Context: an optimization exercise on an open-source flow, tuned for small area. The choices shown serve that exercise and are no tape-out recipe.
In this exercise RTL edits were held to simulation tests only and were not proved equivalent to the original.
No activity file was given, so power comes from the tool's default toggle rates.

wip/fjord:
==> flow/design.v (excerpt) <==
module Hq2x #(parameter LENGTH = 16, parameter HALF_DEPTH = 1, parameter DWIDTH = HALF_DEPTH ? 11 : 23)
(
	input             clk,
	input             ce_in,
	input  [DWIDTH:0] inputpixel,
	input             mono,
	input             disable_hq2x,
	input             reset_frame,
	input             reset_line,
	input             ce_out,
	input       [1:0] read_y,
	input             hblank,
	output [DWIDTH:0] outpixel
);
function [5:0] hq_table;
	input [7:0] idx;
begin
	case (idx)
		8'd0: hq_table = 6'd19;
		8'd1: hq_table = 6'd19;
		8'd2: hq_table = 6'd26;
		8'd3: hq_table = 6'd11;
		8'd4: hq_table = 6'd19;
		8'd5: hq_table = 6'd19;
		8'd6: hq_table = 6'd26;
		8'd7: hq_table = 6'd11;
		8'd8: hq_table = 6'd23;
		8'd9: hq_table = 6'd15;
		8'd10: hq_table = 6'd47;
		8'd11: hq_table = 6'd35;
		8'd12: hq_table = 6'd23;
		8'd13: hq_table = 6'd15;
		8'd14: hq_table = 6'd55;
		8'd15: hq_table = 6'd39;
		8'd16: hq_table = 6'd19;
		8'd17: hq_table = 6'd19;
		8'd18: hq_table = 6'd26;
		8'd19: hq_table = 6'd58;
		8'd20: hq_table = 6'd19;
		8'd21: hq_table = 6'd19;
		8'd22: hq_table = 6'd26;
		8'd23: hq_table = 6'd58;
		8'd24: hq_table = 6'd23;
		8'd25: hq_table = 6'd15;
		8'd26: hq_table = 6'd35;
		8'd27: hq_table = 6'd35;
		8'd28: hq_table = 6'd23;
		8'd29: hq_table = 6'd15;
		8'd30: hq_table = 6'd7;
		8'd31: hq_table = 6'd35;
		8'd32: hq_table = 6'd19;
		8'd33: hq_table = 6'd19;
		8'd34: hq_table = 6'd26;
		8'd35: hq_table = 6'd11;
		8'd36: hq_table = 6'd19;
		8'd37: hq_table = 6'd19;
		8'd38: hq_table = 6'd26;
		8'd39: hq_table = 6'd11;
		8'd40: hq_table = 6'd23;
		8'd41: hq_table = 6'd15;
		8'd42: hq_table = 6'd55;
		8'd43: hq_table = 6'd39;
		8'd44: hq_table = 6'd23;
		8'd45: hq_table = 6'd15;
		8'd46: hq_table = 6'd51;
		8'd47: hq_table = 6'd43;
		8'd48: hq_table = 6'd19;
		8'd49: hq_table = 6'd19;
		8'd50: hq_table = 6'd26;
		8'd51: hq_table = 6'd58;
		8'd52: hq_table = 6'd19;
		8'd53: hq_table = 6'd19;
  ...
clock: 8.0 ns
lec_check: 0
cap_margin: 0
core_margin: 2
core_utilization: 65
cts_buf_list: sky130_fd_sc_hd__clkbuf_16
cts_cluster_diameter: 100
cts_cluster_size: 30
place_density: 0.75
slew_margin: 0
run.sh (not shown) runs the stock make flow with config.mk's settings and CLKGATE_MAP_FILE= SYNTH_SCRIPT=/design/flow/synth_recipe.tcl, a recipe that flattens the netlist after the stock synthesis.
What wip/juniper does differently from wip/fjord at the input level:
# wip/fjord
export LEC_CHECK = 0
export CAP_MARGIN = 0
export CORE_MARGIN = 2
export CORE_UTILIZATION = 65
export CTS_BUF_LIST = sky130_fd_sc_hd__clkbuf_16
export CTS_CLUSTER_DIAMETER = 100
export CTS_CLUSTER_SIZE = 30
export PLACE_DENSITY = 0.75
export SLEW_MARGIN = 0
create_clock -name core_clock -period 8.0 [get_ports {clk}]
# wip/juniper
export LEC_CHECK = 0
export CAP_MARGIN = 20
export CORE_MARGIN = 2
export CORE_UTILIZATION = 75
export CTS_BUF_LIST = sky130_fd_sc_hd__clkbuf_16
export CTS_CLUSTER_DIAMETER = 100
export CTS_CLUSTER_SIZE = 30
export PLACE_DENSITY = 0.85
export SLEW_MARGIN = 20
create_clock -name core_clock -period 8.0 [get_ports {clk}]
Findings:
- | worst-margin pin slew | wip/juniper vs wip/fjord | 0.0097 ns lower |
- Status: share of final layout cell area taken by clock buffers and inverters parity (wip/fjord, wip/juniper)
- Comparing wip/fjord against wip/juniper, there is no change at all in number of cells produced by synthesis.
- Summary — time the worst path needs with I/O delays and setup, wip/juniper relative to wip/fjord: higher, by 0.29 ns.
- ~same post-route standard cell area excluding fillers in wip/juniper and wip/fjord
- Delta (wip/juniper minus wip/fjord): post-detailed-route via-to-cell ratio up 5.6%, non-clock buffer count up about 2.3%.
- Re count of maximum capacitance violations: no difference whatsoever between wip/fjord and wip/juniper.
For wip/raven, these inputs were changed with respect to wip/juniper:
# wip/juniper
export LEC_CHECK = 0
export CAP_MARGIN = 20
export CORE_MARGIN = 2
export CORE_UTILIZATION = 75
export CTS_BUF_LIST = sky130_fd_sc_hd__clkbuf_16
export CTS_CLUSTER_DIAMETER = 100
export CTS_CLUSTER_SIZE = 30
export PLACE_DENSITY = 0.85
export SLEW_MARGIN = 20
create_clock -name core_clock -period 8.0 [get_ports {clk}]
# wip/raven
export LEC_CHECK = 0
export CAP_MARGIN = 20
export CORE_MARGIN = 2
export CORE_UTILIZATION = 65
export CTS_BUF_LIST = sky130_fd_sc_hd__clkbuf_16
export CTS_CLUSTER_DIAMETER = 100
export CTS_CLUSTER_SIZE = 30
export PLACE_DENSITY = 0.75
export SLEW_MARGIN = 20
create_clock -name core_clock -period 8.0 [get_ports {clk}]
## What came out
Final critical-path required period was higher in the run labelled wip/juniper.
Against wip/juniper, maximum fanout along the worst path in wip/raven rose by more than a quarter.
wip/juniper has a lower number of buffers other than clock buffers in the final layout than wip/raven.

Another version of the RTL of Hq2x (not shown whole).
Size: roughly 5300 cells after synthesis, about 2200 flip-flops, roughly 34 I/O pins.
clock: 8.0 ns
lec_check: 0
cap_margin: 20
core_margin: 2
core_utilization: 65
cts_buf_list: sky130_fd_sc_hd__clkbuf_16
cts_cluster_diameter: 90
cts_cluster_size: 27
place_density: 0.75
slew_margin: 20
Edit:
Settings changed: CORE_UTILIZATION 65 to 70, CTS_CLUSTER_SIZE 27 to 28, PLACE_DENSITY 0.75 to 0.8.
Combinational power stays flat.
Final cell count shrinks by 1.9%.
Power shrinks by 0.63%.
Setup slack gets worse by 0.074 ns.
Synthesized area is unchanged.
Synthesized cell count is unchanged.

==> port drivers added, routing unchanged <==
No port has a modelled driver above. Below, the same layouts with a new extraction and two added sets of constraints.
Step 1 assumes that a clkbuf_16 drives the clock port and a buf_2 every other input.
Step 2 moves the port delays by t, midway between the first and last clock arrival at a register: inputs arrive t later, outputs are due t later. That takes back most of the time a late clock gives input paths.
Slacks: ideal ports / drivers / drivers and shift; pairs: ideal ports / drivers.
run	t, ns	slack for setup (ns)	worst setup path after step 2	latest minus earliest clock arrival (ns)	worst slew at a driven data input, ns
wip/fjord	0.808	1.199 / 1.199 / 1.199	register to register	0.046 / 0.045	0.06
wip/juniper	0.804	0.908 / 0.908 / 0.908	register to register	0.039 / 0.039	0.07
wip/raven	0.806	1.238 / 1.238 / 1.238	register to register	0.054 / 0.054	0.06
the first run of note 2	0.822	0.523 / 0.523 / 0.523	register to register	0.088 / 0.088	0.08
the second run of note 2	0.809	0.449 / 0.449 / 0.449	register to register	0.056 / 0.056	0.07
After both steps every run listed still meets setup and hold.
